Background: an optimization exercise with open tools, aiming at small area, a short achievable clock period and few clock cycles. Do not read the settings as production practice.
Where RTL was checked, it was by simulation tests only, not by an equivalence proof against the original.
No activity file was given, so power comes from the tool's default toggle rates.

== run B ==
## pipeline_top
module pipeline_top (clk, rst, imem_addr, imem_rdata, dmem_addr, dmem_wdata, dmem_we, dmem_rdata);
Size in the first run: roughly 160 I/O pins.
clock: 8.0 ns
lec_check: 0
cap_margin: 20
core_margin: 2
core_utilization: 40
setup_slack_margin: 4.8
slew_margin: 20
synth_hierarchical: 1
standard.sh (not shown) runs the stock make flow with config.mk's settings and CLKGATE_MAP_FILE= SYNTH_SCRIPT=/design/flow/synth_recipe.tcl, a recipe that flattens the netlist after the stock synthesis.
==> flow/flow/run.sh <==
#!/bin/bash
# Layout flow: the standard flow, except for synthesis, where ABC maps
# the operand selection, the ALU, the branch comparison, the register-file
# read slices and the fetch-address adders each
# on its own with a delay-driven script, and ORFS's full-adder extraction is
# off (see synth_custom.tcl). Everything after synthesis is standard.sh
# unchanged. Each step's output goes to a log file here.
set -euo pipefail
W=$PWD
export FAST_MODULES="opsel:400 alu:1200 cmp:500 rf_read_bit:600 PC_Adder:1000"
make -C "$FLOW_HOME" DESIGN_CONFIG="$FLOW_CONFIG" WORK_HOME="$W/orfs" CLKGATE_MAP_FILE= \
    SYNTH_SCRIPT="$W/flow/synth_custom.tcl" ADDER_MAP_FILE= synth \
    > "$W/run_synth.log" 2>&1
bash "$W/standard.sh" finish > "$W/run_layout.log" 2>&1
==> flow/flow/synth_custom.tcl <==
set ::custom_synth_file [info script]
# The standard flow's synthesis (synth_recipe.tcl), except that ABC maps each module named
# in FAST_MODULES (entries NAME:DELAY_PS) with a delay-driven script aiming at
# that delay; the rest of the design is mapped as ORFS does.
proc synth {args} { yosys synth -nofsm -noshare {*}$args }

proc abc {args} {
  set i [lsearch -exact $args -script]
  set sel "*"
  foreach entry $::env(FAST_MODULES) {
    lassign [split $entry :] m d
    set script [file join $::env(OBJECTS_DIR) abc_fast_$m.script]
    set fp [open $script w]
    puts $fp "strash\ndch\nmap -D $d\ntopo\nbuffer -c\nupsize -c -D $d\ndnsize -c -D $d"
    close $fp
    puts "custom abc: module $m mapped for a delay of $d ps"
    yosys abc {*}[lreplace $args [expr {$i + 1}] [expr {$i + 1}] $script] $m
    append sel " $m %d"
  }
  yosys abc {*}$args {*}$sel
}
source $::env(SCRIPTS_DIR)/synth.tcl
# left out here: clear keep_hierarchy, flatten, clean up, hide names made inside functions, write 1_2_yosys.v
--- input diff run B..run X ---
diff --git a/flow/flow/run.sh b/flow/flow/run.sh
--- a/flow/flow/run.sh
+++ b/flow/flow/run.sh
@@ -6 +6,2 @@
-# off (see synth_custom.tcl). Everything after synthesis is standard.sh
+# off (see synth_custom.tcl); and the ports are buffered with buf_2 cells
+# (the standard flow picks a delay cell). Everything else is standard.sh
@@ -14 +15 @@
-bash "$W/standard.sh" finish > "$W/run_layout.log" 2>&1
+bash "$W/standard.sh" BUFFER_PORTS_ARGS="-buffer_cell sky130_fd_sc_hd__buf_2" finish > "$W/run_layout.log" 2>&1
diff --git a/flow/config.mk b/flow/config.mk
--- a/flow/config.mk
+++ b/flow/config.mk
@@ -10,0 +11,2 @@
+export CTS_CLUSTER_DIAMETER = 80
+export CTS_CLUSTER_SIZE = 30
--- outcome ---
Comparing via count for run X and run B, the bigger number came from run B. In the flow results for run X and run B, the multi-input gate share of total cell area is larger on run X. Looking at global-route usage across run X and run B, the one that comes out higher is run X. In the metrics for run X and run B, the one carrying the higher non-clock buffer count is run B. Worst setup path startpoint: imem_rdata[15] -> run B, imem_rdata[23] -> run X. Sort run X and run B by measured slew at the worst slew-check pin desc -> top: run X.
No run of this note included a check of the RTL's function; only the layout flow was run.

* * *

Setup of run 1:
pipeline_top, a different RTL version from the one above (not shown whole).
Size: roughly 4400 cells after synthesis, about 160 I/O pins, ~56000 um^2 of cells after synthesis.
## pipeline_top
module pipeline_top (clk, rst, imem_addr, imem_rdata, dmem_addr, dmem_wdata, dmem_we, dmem_rdata);
Settings: LEC_CHECK=0, CAP_MARGIN=20, CORE_MARGIN=2, CORE_UTILIZATION=55, CTS_CLUSTER_DIAMETER=80, CTS_CLUSTER_SIZE=30, SETUP_SLACK_MARGIN=4.8, SLEW_MARGIN=20, SYNTH_HIERARCHICAL=1; clock period 8.0 ns.
==> flow/flow/run.sh <==
#!/bin/bash
# Layout flow: the standard flow, except for synthesis, where ABC maps
# the operand selection, the ALU, the branch comparison, the register-file
# read slices and the fetch-address adders each
# on its own with a delay-driven script, ORFS's full-adder extraction is off,
# and the register-file read slice is the gate-level netlist in
# rf_read_bit_cells.v (see synth_custom.tcl); and the ports are buffered with buf_2 cells
# (the standard flow picks a delay cell). Everything else is standard.sh
# unchanged. Each step's output goes to a log file here.
set -euo pipefail
W=$PWD
export FAST_MODULES="opsel:400 alu:1200 cmp:500 rf_read_bit:600 PC_Adder:1000"
export GATE_MODULES="rf_read_bit:rf_read_bit_cells.v"
make -C "$FLOW_HOME" DESIGN_CONFIG="$FLOW_CONFIG" WORK_HOME="$W/orfs" CLKGATE_MAP_FILE= \
    SYNTH_SCRIPT="$W/flow/synth_custom.tcl" ADDER_MAP_FILE= synth \
    > "$W/run_synth.log" 2>&1
bash "$W/standard.sh" BUFFER_PORTS_ARGS="-buffer_cell sky130_fd_sc_hd__buf_2" finish > "$W/run_layout.log" 2>&1
Other scripts of this flow, unchanged in this note and not shown: flow/flow/rf_read_bit_cells.v, flow/flow/synth_custom.tcl
Having completed the whole flow, run 1 delivered a layout that passed the timing, design-rule and antenna checks.
Testbench counts of run 1, summed over its fixed seeds: cycles 15,181.
The inputs of run 2 differ from those of run 1 as listed below.
- a change of SETUP_SLACK_MARGIN from 4.8 to 5
- a change of CORE_UTILIZATION from 55 to 40
Results
Run 2 against run 1: routed length on met3 has increased; HPWL after detailed placement has decreased; aggregate global-route resource usage has decreased; total of clock buffers placed in the layout has decreased.
The following lists how run 3 was set up differently from run 2:
- SETUP_SLACK_MARGIN now 4.8, was 5
[summary]
Diff run 2 -> run 3: worst relative slew slack now sits higher, setup clock skew after layout lower, routed wire length lost 18000 um.
## Diff of input files: run 4 against run 3
- changing SETUP_SLACK_MARGIN from 4.8 to 4.95
- changing CORE_UTILIZATION from 40 to 55
### Flow results
Setup WNS run 3 -> run 4: better
Run 4: power per standard cell area 3.0% below run 3
Going from run 3 to run 4, share of power burned in registers shows an increase of 1.5 points; reported combinational group power shows no meaningful change; initial antenna violation count shows a reduction of 3.
Diff run 3 -> run 4: cell area after layout now larger; routed wire length increased by about 3% relative to the old numbers.
Edits applied to the flow inputs when going from run 4 to run 5:
- changing CORE_UTILIZATION from 55 to 40
- changing CTS_CLUSTER_DIAMETER from 80 to 60
- changing CTS_CLUSTER_SIZE from 30 to 20
## What came out
- Number of placement rows, run 4 and run 5, lower one = run 4.
- In the tables for run 4 and run 5, total met2 wirelength after detailed routing reads lower with run 4.
- [compare] base=run 4 new=run 5: maximum level of the CTS H-tree now sits higher, clock-buffer cell count went up about 35%, die area went up.
- Route | run 5 vs run 4 | wire longer in run 5
- Compared with run 4, maximum achievable frequency in run 5 increased by a few percent.
- Against run 4, via count in run 5 rose slightly.
- | worst setup slack | run 5 vs run 4 | 0.14 ns higher |
- Run 5 ends up with higher power than run 4 does.
- Run 5: number of placed instances with taps included higher than run 4
Relative to run 5, the following input files were edited for run 6:
- changing CTS_CLUSTER_DIAMETER from 60 to 80
- changing CTS_CLUSTER_SIZE from 20 to 30
==> comparison <==
- Run 6 against run 5: number of signal-net buffers in the layout saw an increase, count of clock buffers in the final design saw a decrease.
- sky130_fd_sc_hd__nand4_1 as the cell with the largest stage delay on the worst path was reported by run 6, and sky130_fd_sc_hd__a222oi_1 by run 5.
- Run 6 has share of the core filled with cells below what run 5 had.
- Of run 6 and run 5, the run reporting the higher first-pass GRT wire length was run 5.
- Run 6 gives more data required time of the critical path than run 5 did.
- Diff run 5 -> run 6: first-iteration DRC count went down by about 4%; worst path setup slack after routing has decreased; via count down 393; overall power of the completed layout moved down.

re-timing with driven ports:
No port has a modelled driver above. Below, the same layouts with a new extraction and two added sets of constraints.
Step 1 sets driving cells, clkbuf_16 on the clock port and buf_2 on the other inputs (assumed; they add their load-dependent delay and slew).
Step 2 moves the port delays by t, midway between the first and last clock arrival at a register: inputs arrive t later, outputs are due t later. That takes back most of the time a late clock gives input paths.
Slacks: ideal ports / drivers / drivers and shift; pairs: ideal ports / drivers.
| run | t, ns | setup WS [ns] | latest minus earliest clock arrival (ns) | pins driven straight from the clock port |
|---|---|---|---|---|
| run B | 0.858 | 4.754 / 4.752 / 3.949 | 0.032 / 0.032 | 1 |
| run X | 0.784 | 4.756 / 4.782 / 4.023 | 0.070 / 0.071 | 1 |
| run 1 | 0.801 | 4.713 / 4.658 / 3.857 | 0.048 / 0.047 | 1 |
| run 2 | 0.819 | 4.811 / 4.737 / 3.919 | 0.065 / 0.065 | 1 |
| run 3 | 0.824 | 4.662 / 4.681 / 3.858 | 0.071 / 0.071 | 1 |
| run 4 | 0.782 | 4.754 / 4.641 / 3.860 | 0.049 / 0.049 | 1 |
| run 5 | 0.809 | 4.891 / 4.824 / 4.015 | 0.042 / 0.043 | 1 |
| run 6 | 0.802 | 4.860 / 4.850 / 4.048 | 0.049 / 0.048 | 1 |
After both steps every run listed still meets setup and hold. The setup slack of run 4, which loses most, moves by -0.113 ns with the drivers and by -0.894 ns with both steps.
